Source: an optimization exercise on an open RTL-to-GDS flow (aim: small area). Production flows keep margins and buffers that such runs may drop.
Function was checked by simulation only, so behaviour that the tests miss may differ from the original.

==> flow/design.v (outline; a module is shown in full before it is edited, if it fits) <==
// module MAC_DSP: 699 lines
// module adder_tree: 1955 lines
// module mac_array: 36 lines
module mac_array#(
    parameter   BATCH   = 32,
    parameter   DATA_W  = 8,
    parameter   RES_W   = 32
    )(
    input   clk,
    input   rst,
    input   new_acc,
    input   [BATCH  -1 : 0][DATA_W  -1 : 0] vec_a,
    input   [BATCH  -1 : 0][DATA_W  -1 : 0] vec_b,
    output  [BATCH  -1 : 0][RES_W   -1 : 0] vec_out,
    output  [RES_W  -1 : 0] sca_out
    );
  // ...
==> flow/run.sh <==
#!/bin/bash
# synth_recipe.tcl (not shown) runs the flow's synth.tcl, then flattens the netlist and writes it again
# the make line also repeats each setting of config.mk as NAME=value (left out here)
make -C /OpenROAD-flow-scripts/flow DESIGN_CONFIG=/design/flow/config.mk WORK_HOME=/design/flow/orfs CLKGATE_MAP_FILE= SYNTH_SCRIPT=/design/flow/synth_recipe.tcl finish
==> flow/config.mk <==
export PLATFORM = sky130hd
export DESIGN_NAME = mac_array
export DESIGN_NICKNAME = mac_array
export VERILOG_FILES = /design/flow/design.v
export SDC_FILE = /design/flow/constraint.sdc
export NUM_CORES = 4
export LEC_CHECK = 0
export CAP_MARGIN = 35
export CORE_MARGIN = 2
export CORE_UTILIZATION = 40
export SLEW_MARGIN = 35
==> flow/constraint.sdc <==
create_clock -name core_clock -period 6.0 [get_ports {clk}]
set_input_delay 1.2000 -clock core_clock [delete_from_list [all_inputs] [get_ports {clk}]]
set_output_delay 1.2000 -clock core_clock [all_outputs]
set_load 0.01 [all_outputs]
==> impl_metrics.tcl, run 1 <==
set metrics [dict create \
    status "finished clean" \
    synth_warnings 3 \
    max-slew-margin-rel_pct 31.68 \
    wl_per_cell_um 25.00 \
    grt_max_degree 194 \
    grt_pass1_vias 104200 \
    setup_tns_ns 0 \
    buffers_excl_clock 1614 \
    netlist.area_leader.share_pct 31.34 \
    synth.net_count 18280 \
    final-setup-viol-count 0 \
    area_growth_pct 18.19 \
    ant_nets 0 \
    nFlopsAndLatches 2296 \
    seqAreaFraction_pct 25.10 \
    slew_viol_final 0 \
    multi_input_comb_area_um2 94710 \
    worstMarginPinSlew_ns 1.025 \
    synth_cell_type_count 62 \
    wl_met3_um 32730 \
    fp.dieH_um 626.4 \
    cp-end-kind "output pin" \
    antenna_found_initial 62 \
    startpoint_type "flop" \
    syn-cell-area_um2 155000 \
    use_met1_pct 32.24 \
    holdCritPathClass "flop to flop" \
    nonClkBufAreaFrac_pct 8.833 \
    use_met3_pct 5.505 \
    ys_top_cells_by_count "2653 x inv_1, 2426 x fa_1, 2296 x dfxtp_1, 1399 x and2_1, 1011 x nand2_1" \
    max-cap-violations 0 \
    pre_cts_slack_ns 0.5551 \
    rows 228 \
    layout.cells.non_filler 21330 \
    m1WireLength_um 207600 \
    grt_pass1_wl_um 754100 \
    crit_family "simple AND/OR/NAND/NOR gates" \
    r2r_setup_slack_ns 0.54 \
]
==> inputs of run 2 (changes only) <==
--- a/flow/config.mk
+++ b/flow/config.mk
@@ -7,5 +7,7 @@
 export LEC_CHECK = 0
 export CAP_MARGIN = 35
 export CORE_MARGIN = 2
-export CORE_UTILIZATION = 40
+export CORE_UTILIZATION = 55
+export CTS_BUF_LIST = sky130_fd_sc_hd__clkbuf_4 sky130_fd_sc_hd__clkbuf_8
+export CTS_CLUSTER_SIZE = 30
 export SLEW_MARGIN = 35
==> run 2 against run 1 <==
Non-clock buffer count down 18. Worst setup slack improved by 0.019 ns. Via count rose by 4.4%. Global-route usage rose by 9.4 points. Critical path type unchanged. Highest routed layer unchanged. Still clean on timing, DRC and antenna. Wire length down 2.2%. Fmax is 0.33% higher. Worst hold slack got worse by 0.021 ns. Synthesized cell count stayed put.
==> impl_metrics.tcl, run 2 <==
set metrics [dict create \
    h-tree-depth 5 \
    finalClockSkew_ns 0.06253 \
    startpoint_type "flop" \
    synth_edf_count 0 \
    worstMarginPinSlew_ns 0.9795 \
    grt.total_usage_pct 36.49 \
    area_growth_pct 16.71 \
    dr.pass1.iters 8 \
    finalHoldViolCount 0 \
    synth-simple-area-share_pct 14.36 \
    period_needed_ns 5.891 \
    synth_cells 14670 \
    synthAdderAreaFrac_pct 36.75 \
    wl_um 521700 \
    drive_gt1_share_pct 7.334 \
    clk_pin_slew_ns 0.06 \
    synth-xor-area-share_pct 4.691 \
    synthTopCellsByArea "fa_1 31%, dfxtp_1 30%, inv_1 6.4%, and2_1 5.6%, ha_1 5.4%" \
    ys_top_cells_by_count "2653 x inv_1, 2426 x fa_1, 2296 x dfxtp_1, 1399 x and2_1, 1011 x nand2_1" \
    cts_num_sinks 2296 \
    gr-total-overflow 0 \
    antenna_found_initial 72 \
    synth_warnings 3 \
    synth_top_family_by_area "adder cells" \
    critPathMaxFanout 5 \
    cts.path.max_buffers 4 \
    ys.flop_type "dfxtp_1" \
    core_area_um2 279900 \
    numCtsBuffers 402 \
    dpl.hpwl_um 442800 \
    synth_mux_area_share_pct 2.830 \
    final_common_cell "inv_1" \
    synth_most_common_cell "inv_1" \
    holdCritPathClass "flop to flop" \
    drt_iter0_drc 6658 \
    layout.cells.non_filler 20090 \
    grt_pass1_wl_um 753200 \
    fillCellCount 22400 \
    cp-end-kind "output pin" \
    slew_viol_final 0 \
    avgSynthCellArea_um2 10.56 \
    netlist.area_leader.share_pct 31.34 \
    critical_path_arrival_ns 4.69 \
    status "finished clean" \
    cts_tree "yes" \
    clk_latency_ns 1.13 \
    place_congestion 0.9836 \
    wl_per_cell_um 25.96 \
    grt_pass1_vias 112200 \
    synth_compound_area_share_pct 2.405 \
    max-slew-margin-rel_pct 34.70 \
    crit_slowest_cell "or4_1" \
    vias 104700 \
    synth_cell_type_count 62 \
    ios 1571 \
    initial_core_util_pct 55.37 \
    numPortBuffers 1569 \
    syn-cell-area_um2 155000 \
    max-cap-violations 0 \
    final-setup-viol-count 0 \
    synthArstFlopShare_pct 0 \
    ys_seq_elements 2296 \
    crit_required_ns 4.80 \
    grt_max_degree 152 \
    crit_type "flop to output pin" \
    max_stage_delay_ns 0.54 \
    yosys.area.top_type "fa_1" \
    die_w_um 534.8 \
    drcViolationCount 0 \
    ys_seq_area_share_pct 29.66 \
    mostFrequentLayoutCells "2653 x inv_1, 2426 x fa_1, 2280 x dfxtp_1" \
    fin_util_pct 64.62 \
    cts_root_buf "clkbuf_8" \
    crit_top_cell "or4_1" \
    drt-vias-per-instance 5.212 \
    postCtsHoldBufs 0 \
    fin_crit_sh_pct 98.18 \
    path_buf_inv 2 \
    fmax_ghz 0.1698 \
    crit_chain "buf_8 > or4b_4 > or4_1 > nor2_1 > nand2_1 > or4_1 > nor3_1 > a21oi_1 > xnor2_1 > buf_4" \
    die-area_um2 286000 \
    ant_nets 0 \
    crit_family "simple AND/OR/NAND/NOR gates" \
    dp.cells 19320 \
    synth.net_count 18280 \
    rows 194 \
    fin_nets 19610 \
    fp.dieH_um 534.8 \
]
## run 2: through the flow
stage / TNS [ns] / hold slack, ns / cell area [µm²] / setup WS (ns)
floorplan: 0 / 0.3096 / 155000 / 1.200
global placement: 0 / 0.3120 / 171100 / 0.3112
detailed placement: 0 / 0.3121 / 171200 / 0.2993
CTS: 0 / 0.2881 / 180500 / 0.0002354
global route: -0.03204 / 0.2988 / 180800 / -0.03204
finish: 0 / 0.2887 / 180900 / 0.1091
## run 2: kinds of logic (layout without fill, tap and decap cells)
logic type | count (synthesis) | count (layout)
AND/OR/NAND/NOR | 4103 | 4103
buffers and inverters | 3326 | 4977
adder cells (fa/ha/maj) | 3096 | 3096
flip-flops | 2296 | 2296
XOR/XNOR | 830 | 830
AO/OA/AOI/OAI | 622 | 622
multiplexers | 398 | 398
other | 0 | 48
## run 2: path summary, 6_finish.rpt
path | startpoint | to | slack, ns | depth (start not counted)
setup reg to reg | ARR[31].mac_unit.mult_reg[0] | ARR[31].mac_unit.dec | 0.33 | 17
setup / recovery | ARR[25].mac_unit.dec | vec_out[831] | 0.11 | 10
hold reg to reg | adder_tree_inst.d1[4] | adder_tree_inst.d2[4] | 0.29 | 0
hold / removal | adder_tree_inst.d1[4] | adder_tree_inst.d2[4] | 0.29 | 0
## run 2: layer usage
metal | global-route usage, % | share of wire (%) | vias up
met3 | 9.605 | 8.1 | 1115
met5 | 0 | 0.040 | -
met2 | 58.21 | 46 | 3584
met1 | 43.09 | 38 | 53330
met4 | 25.42 | 8.3 | 26
li1 | - | - | 46670
## run 2: repair_timing
item,4_1_cts,5_1_grt
gates resized for setup,42,41
endpoints found under the setup margin,55,34
setup buffers,0,1
pin swaps,0,2
## run 2: final cells by class
| class | count | area [µm²] | share of cell area [%] |
|---|---|---|---|
| Multi-Input combinational cell | 9049 | 94830 | 52.43 |
| Sequential cell | 2296 | 46000 | 25.43 |
| Timing Repair Buffer | 1596 | 16000 | 8.847 |
| Inverter | 2653 | 9958 | 5.506 |
| Clock buffer | 602 | 7772 | 4.298 |
| Tap cell | 3724 | 4659 | 2.576 |
| Clock inverter | 126 | 1516 | 0.8385 |
| Antenna cell | 48 | 120.1 | 0.06641 |
## run 2: worst reg2reg max path, stage by stage, from the launching register on
cell,delay (ns)
dfxtp_1,0.40
ha_1,0.25
fa_1,0.42
fa_1,0.42
fa_1,0.44
fa_1,0.45
fa_1,0.44
fa_1,0.44
fa_1,0.45
fa_1,0.40
inv_1,0.09
fa_1,0.25
nor3_1,0.11
nand2b_1,0.10
nor2_1,0.09
a21oi_1,0.39
nor2_1,0.08
nor2_1,0.34

## afterwards: timing with drivers on the ports
No port has a modelled driver above. Below, the same layouts with a new extraction and two added sets of constraints.
Step 1 (the two cells are an assumption about what drives the block):
set clk [get_ports {clk}]
set_driving_cell -lib_cell sky130_fd_sc_hd__clkbuf_16 $clk
set_driving_cell -lib_cell sky130_fd_sc_hd__buf_2 [delete_from_list [all_inputs] $clk]
Step 2, shift: input delay + t, output delay - t, t = (earliest + latest rising clock arrival at the registers) / 2. This alone moves slack from input paths to output paths.
a / b / c = no drivers / after step 1 / after step 2; a / b = the first two.
run | t (ns) | setup slack, ns | hold WS [ns] | clock arrival spread, ns | pins driven straight from the clock port
run 1 | 1.018 | 0.090 / -0.026 / 0.539 | 0.310 / 0.310 / 0.310 | 0.072 / 0.072 | 1
run 2 | 1.200 | 0.109 / -0.001 / 0.329 | 0.289 / 0.289 / 0.289 | 0.079 / 0.078 | 1
After both steps setup and hold are still met in every run listed.
